This is an optimization exercise on Yosys and OpenROAD, whose aim is small area, not a production implementation. In this exercise RTL edits were held to simulation tests only and were not proved equivalent to the original. Power is estimated from default activity; no workload was simulated.

==> branch raven: inputs <==
// FreqMod
module FreqMod(
    input signed [17:0] audio_in,
    input ready,
    input clock,
    input reset,
    input [9:0] controls,
    output wire signed [17:0] audio_out,
    output reg [7:0] freq1,
    output reg [7:0] freq2,
    output reg [7:0] freq3,
    output reg [7:0] freq4,
    output reg [7:0] freq5,
    output reg [7:0] freq6,
    output reg [7:0] freq7,
    output reg [4:0] weight1,
    output reg [4:0] weight2,
    output reg [4:0] weight3,
    output reg [4:0] weight4,
    output reg [4:0] weight5,
    output reg [4:0] weight6,
    output reg [4:0] weight7
    );
==> flow/config.mk <==
export PLATFORM = sky130hd
export DESIGN_NAME = FreqMod
export DESIGN_NICKNAME = FreqMod
export VERILOG_FILES = /design/flow/design.v
export SDC_FILE = /design/flow/constraint.sdc
export NUM_CORES = 4
export LEC_CHECK = 0
export ABC_AREA = 1
export CAP_MARGIN = 0
export CORE_MARGIN = 2
export CORE_UTILIZATION = 40
export SLEW_MARGIN = 0
==> flow/constraint.sdc <==
create_clock -name core_clock -period 20.0 [get_ports {clock}]
set_input_delay 4.0000 -clock core_clock [delete_from_list [all_inputs] [get_ports {clock}]]
set_output_delay 4.0000 -clock core_clock [all_outputs]
set_load 0.01 [all_outputs]
standard.sh (not shown) runs the stock make flow with config.mk's settings and CLKGATE_MAP_FILE= SYNTH_SCRIPT=/design/flow/synth_recipe.tcl, a recipe that flattens the netlist after the stock synthesis.
==> flow/flow/run.sh <==
#!/bin/bash
# The standard layout (standard.sh) with three changes:
#  - synthesis maps logic with an area-oriented ABC script (flow/abc_area.script,
#    used in place of ORFS's scripts/abc_area.script; every other script is ORFS's own);
#  - the input and output port buffers use the smallest buffer cell (buf_1);
#  - clock tree synthesis uses clkbuf_8, clusters up to 16 sinks, inserts no dummy loads.
set -euo pipefail
here=$(pwd)
rm -rf "$here/orfs_scripts"
cp -r "$FLOW_HOME/scripts" "$here/orfs_scripts"
cp "$here/flow/abc_area.script" "$here/orfs_scripts/abc_area.script"
export SCRIPTS_DIR="$here/orfs_scripts"
export BUFFER_PORTS_ARGS="-buffer_cell sky130_fd_sc_hd__buf_1"
export CTS_ARGS="-sink_clustering_enable -repair_clock_nets -sink_clustering_size 16 -sink_clustering_max_diameter 100 -dont_use_dummy_load -buf_list \"sky130_fd_sc_hd__clkbuf_8 sky130_fd_sc_hd__clkbuf_16\""
bash standard.sh > standard.log 2>&1
==> flow/flow/abc_area.script <==
strash
dc2
dch -f
map -a
strash
dch -f
amap
topo
dnsize -c
==> branch maple: changes against branch raven <==
--- a/flow/flow/run.sh
+++ b/flow/flow/run.sh
@@ -8,8 +8,8 @@
 here=$(pwd)
 rm -rf "$here/orfs_scripts"
 cp -r "$FLOW_HOME/scripts" "$here/orfs_scripts"
 cp "$here/flow/abc_area.script" "$here/orfs_scripts/abc_area.script"
 export SCRIPTS_DIR="$here/orfs_scripts"
 export BUFFER_PORTS_ARGS="-buffer_cell sky130_fd_sc_hd__buf_1"
-export CTS_ARGS="-sink_clustering_enable -repair_clock_nets -sink_clustering_size 16 -sink_clustering_max_diameter 100 -dont_use_dummy_load -buf_list \"sky130_fd_sc_hd__clkbuf_8 sky130_fd_sc_hd__clkbuf_16\""
+export CTS_ARGS="-sink_clustering_enable -repair_clock_nets -sink_clustering_size 16 -sink_clustering_max_diameter 100 -dont_use_dummy_load -buf_list sky130_fd_sc_hd__clkbuf_8"
 bash standard.sh > standard.log 2>&1
- CORE_UTILIZATION: 40 -> 60
==> branch willow: changes against branch raven <==
--- a/flow/design.v
+++ b/flow/design.v
@@ -54,31 +54,32 @@
     reg [575:0] ring;
     reg [4:0] m1;        
     reg pending;         
     reg [17:0] q;        
     reg [17:0] o;        
     reg [27:0] acc;
-    reg [5:0] blk;       
+    reg [8:0] t;
     wire ins = pending & (m1 == 5'd0);
     wire [17:0] tap1 = ins ? q : ring[575:558];
     wire [17:0] tap2 = ring[287:270];
     always @(posedge clock) begin
         ring <= {ring[557:0], tap1};
         if (reset) m1 <= 5'd0;
         else if (!ready) m1 <= m1 - 5'd1;
         if (reset) pending <= 1'b0;
         else if (ready) pending <= 1'b1;
         else if (m1 == 5'd0) pending <= 1'b0;
-        if (reset) blk <= 6'd63;
-        else if (ready) blk <= 6'd0;
-        else if (m1[3:0] == 4'd0 && blk != 6'd63) blk <= blk + 6'd1;
+        if (reset) t <= 9'd511;
+        else if (ready) t <= 9'd1;
+        else if (t != 9'd511) t <= t + 9'd1;
     end
     localparam A_HOLD = 2'd0, A_ZERO = 2'd1, A_X4 = 2'd2, A_X16 = 2'd3;
     localparam S_TAP = 2'd0, S_O = 2'd1, S_Q = 2'd2;
     localparam D_NONE = 2'd0, D_ROM = 2'd1, D_CONST = 2'd2, D_BOOTH = 2'd3;
-    wire [3:0] c = ~m1[3:0];
+    wire [4:0] blk = t[8:4];
+    wire [3:0] c = t[3:0];
     reg [1:0] amode;
     reg p1_on;
     reg [1:0] p2_dsrc;
     reg [1:0] p2_src;
     reg [2:0] p2_const;
     reg [3:0] pass;
@@ -87,52 +88,52 @@
     reg ld_o_y, ld_o_w, ld_q_y;
     reg [2:0] ld_f;         
     reg [2:0] o_band;       
     wire eqm = !(switches == 8'h01 || switches == 8'h02 || switches == 8'h04 ||
                  switches == 8'h08 || switches == 8'h10 || switches == 8'h20 ||
                  switches == 8'h40);
-    wire b3 = blk == 6'd3, b4 = blk == 6'd4, b5 = blk == 6'd5, b6 = blk == 6'd6;
-    wire b21 = blk == 6'd21, b22 = blk == 6'd22, b23 = blk == 6'd23, b24 = blk == 6'd24;
-    wire b25 = blk == 6'd25, b26 = blk == 6'd26, b27 = blk == 6'd27, b28 = blk == 6'd28;
-    wire b29 = blk == 6'd29, b30 = blk == 6'd30, b31 = blk == 6'd31, b32 = blk == 6'd32;
-    wire is_pass = b3 | b4 | b5 | b6 | b21 | b22 | b24 | b25 | b26 | b28 | b29 | b31;
-    wire first_zero = b3 | b21 | b24 | b28 | b31;
-    wire first_x16 = b22;
-    wire is_w = b23 | b27 | b30 | b32;
-    wire [2:0] wk = {b32, b27 | b30, b23 | b30};
+    wire b3 = blk == 5'd3, b4 = blk == 5'd4, b5 = blk == 5'd5, b6 = blk == 5'd6;
+    wire b20 = blk == 5'd20, b21 = blk == 5'd21, b22 = blk == 5'd22, b23 = blk == 5'd23;
+    wire b24 = blk == 5'd24, b25 = blk == 5'd25, b26 = blk == 5'd26, b27 = blk == 5'd27;
+    wire b28 = blk == 5'd28, b29 = blk == 5'd29, b30 = blk == 5'd30, b31 = blk == 5'd31;
+    wire is_pass = b3 | b4 | b5 | b6 | b20 | b21 | b23 | b24 | b25 | b27 | b28 | b30;
+    wire first_zero = b3 | b20 | b23 | b27 | b30;
+    wire first_x16 = b21;
+    wire is_w = b22 | b26 | b29 | b31;
+    wire [2:0] wk = {b31, b26 | b29, b22 | b29};
     always @(*)
-        pass = {b26 | b28 | b29 | b31, b21 | b22 | b24 | b25,
-                b5 | b6 | b24 | b25 | b29 | b31, b4 | b6 | b22 | b25 | b28 | b31};
+        pass = {b25 | b27 | b28 | b30, b20 | b21 | b23 | b24,
+                b5 | b6 | b23 | b24 | b28 | b30, b4 | b6 | b21 | b24 | b27 | b30};
     always @(*) begin
         amode = A_HOLD; p1_on = 1'b0; p2_dsrc = D_NONE; p2_src = S_TAP; p2_const = 3'b000;
         wsel = wk; bstep = 2'd0;
         ld_o_y = 1'b0; ld_o_w = 1'b0; ld_q_y = 1'b0; ld_f = 3'd0; o_band = wk;
         if (is_pass) begin
             p1_on = 1'b1; p2_dsrc = D_ROM;
             if (c == 4'd0) amode = first_zero ? A_ZERO : first_x16 ? A_X16 : A_X4;
         end
-        if (blk == 6'd2) begin
+        if (blk == 5'd2) begin
             if (c == 4'd1) begin amode = A_ZERO; p2_dsrc = D_CONST; p2_src = S_Q; p2_const = 3'b010; end
             if (c == 4'd2 || c == 4'd3) amode = A_X16;
             if (c == 4'd4) begin p2_dsrc = D_CONST; p2_src = S_Q; p2_const = 3'b101; end
         end
-        if (blk == 6'd3 && c == 4'd0) ld_o_y = 1'b1;
-        if (blk == 6'd7 && c == 4'd0) ld_q_y = 1'b1;
+        if (blk == 5'd3 && c == 4'd0) ld_o_y = 1'b1;
+        if (blk == 5'd7 && c == 4'd0) ld_q_y = 1'b1;
         if (is_w) begin
             if (c == 4'd0) ld_q_y = 1'b1;
             if (c >= 4'd1 && c <= 4'd3) begin
                 amode = (c == 4'd1) ? A_ZERO : A_X4;
                 p2_dsrc = D_BOOTH; p2_src = S_Q;
                 bstep = (c == 4'd1) ? 2'd2 : (c == 4'd2) ? 2'd1 : 2'd0;
             end
             if (c == 4'd4) begin
                 ld_f = wk; p2_dsrc = eqm ? D_CONST : D_NONE; p2_src = S_O; p2_const = 3'b001;
             end
             if (c == 4'd5) ld_o_w = 1'b1;
         end
-        if (blk == 6'd20) begin
+        if (blk == 5'd19) begin
             if (c <= 4'd2) begin
                 amode = (c == 4'd0) ? A_ZERO : A_X4;
                 p2_dsrc = D_BOOTH; p2_src = S_O; wsel = 3'd7;
                 bstep = (c == 4'd0) ? 2'd2 : (c == 4'd1) ? 2'd1 : 2'd0;
             end
             if (c == 4'd3) begin ld_f = 3'd7; ld_o_w = 1'b1; o_band = 3'd7; end
==> flow/flow/run.sh (replaced) <==
#!/bin/bash
# The standard layout (standard.sh) with three changes:
#  - synthesis maps logic with an area-oriented ABC script (flow/abc_area.script,
#    used in place of ORFS's scripts/abc_area.script; every other script is ORFS's own);
#  - the input and output port buffers use the smallest buffer cell (buf_1);
#  - clock tree synthesis clusters up to 28 sinks and inserts no dummy loads.
set -euo pipefail
here=$(pwd)
rm -rf "$here/orfs_scripts"
cp -r "$FLOW_HOME/scripts" "$here/orfs_scripts"
cp "$here/flow/abc_area.script" "$here/orfs_scripts/abc_area.script"
export SCRIPTS_DIR="$here/orfs_scripts"
export BUFFER_PORTS_ARGS="-buffer_cell sky130_fd_sc_hd__buf_1"
export CTS_ARGS="-sink_clustering_enable -repair_clock_nets -sink_clustering_size 16 -sink_clustering_max_diameter 100 -dont_use_dummy_load -buf_list sky130_fd_sc_hd__clkbuf_8"
bash standard.sh > standard.log 2>&1
==> summary of the runs <==
- Clock power: branch maple < branch willow < branch raven.
- Via count is the same in branch maple and branch willow.
- Against branch raven, the clock-buffer cell count of branch maple is lower by 1.
- The lowest clock skew belongs to branch maple, the highest to branch willow.
- Branch willow ran to the end with no violations. Branch raven produced a clean layout. Branch maple passed the timing, design-rule and antenna checks.
- The lowest register-to-register slack belongs to branch maple, the highest to branch raven.
- Synthesized cell count is about the same in branch maple and branch willow.
==> figures <==
| quantity | branch willow | branch raven | branch maple |
|---|---|---|---|
| Run status | finished clean | finished clean | finished clean |
| Layout filler cell count | 5090 | 5146 | 2777 |
| CP Launch Point | t[4] | controls[4] | controls[4] |
| Area occupied by multi-input gates | 5780 sq um | 5750 sq um | 5740 sq um |
| Chip height | 241 um | 240 um | 197 um |
| Post-route cell area | 24800 sq um | 25300 sq um | 24300 sq um |
| Register bit count reported by yosys | 750 | 747 | 747 |
| Worst EP arrival | 18.96 ns | 19.17 ns | 19.28 ns |
| Launch point of the worst hold path | ring[413] | ring[453] | ring[260] |
| Met2 layer wire length in the routed design | 23000 um | 23000 um | 22500 um |
| Top cell type's share of synthesized area | 58.9% | 58.9% | 58.9% |
| Portion of total power attributed to combinational logic | 19.8% | 13.1% | 14.3% |
| Via count of the first global-routing pass | 13680 | 13885 | 13218 |

==> port drivers added, routing unchanged <==
Ports are ideal in the flow. The routed layouts listed here were re-timed in OpenROAD. Step 1 assumes that a clkbuf_16 drives the clock port and a buf_2 every other input. Step 2, shift: input delay + t, output delay - t, t = (earliest + latest rising clock arrival at the registers) / 2. This alone moves slack from input paths to output paths. a / b / c = ideal ports / drivers / drivers and shift; a / b = the first two.
| run | t (ns) | setup slack, ns | pins driven straight from the clock port |
|---|---|---|---|
| branch raven | 0.644 | 1.369 / 1.406 / 0.762 | 1 |
| branch maple | 0.684 | 1.280 / 1.310 / 0.626 | 1 |
| branch willow | 0.680 | 1.623 / 1.623 / 1.616 | 1 |
After both steps every run listed still meets setup and hold. For branch maple, which loses most, drivers alone change the setup slack by +0.030 ns; drivers and shift together by -0.654 ns.
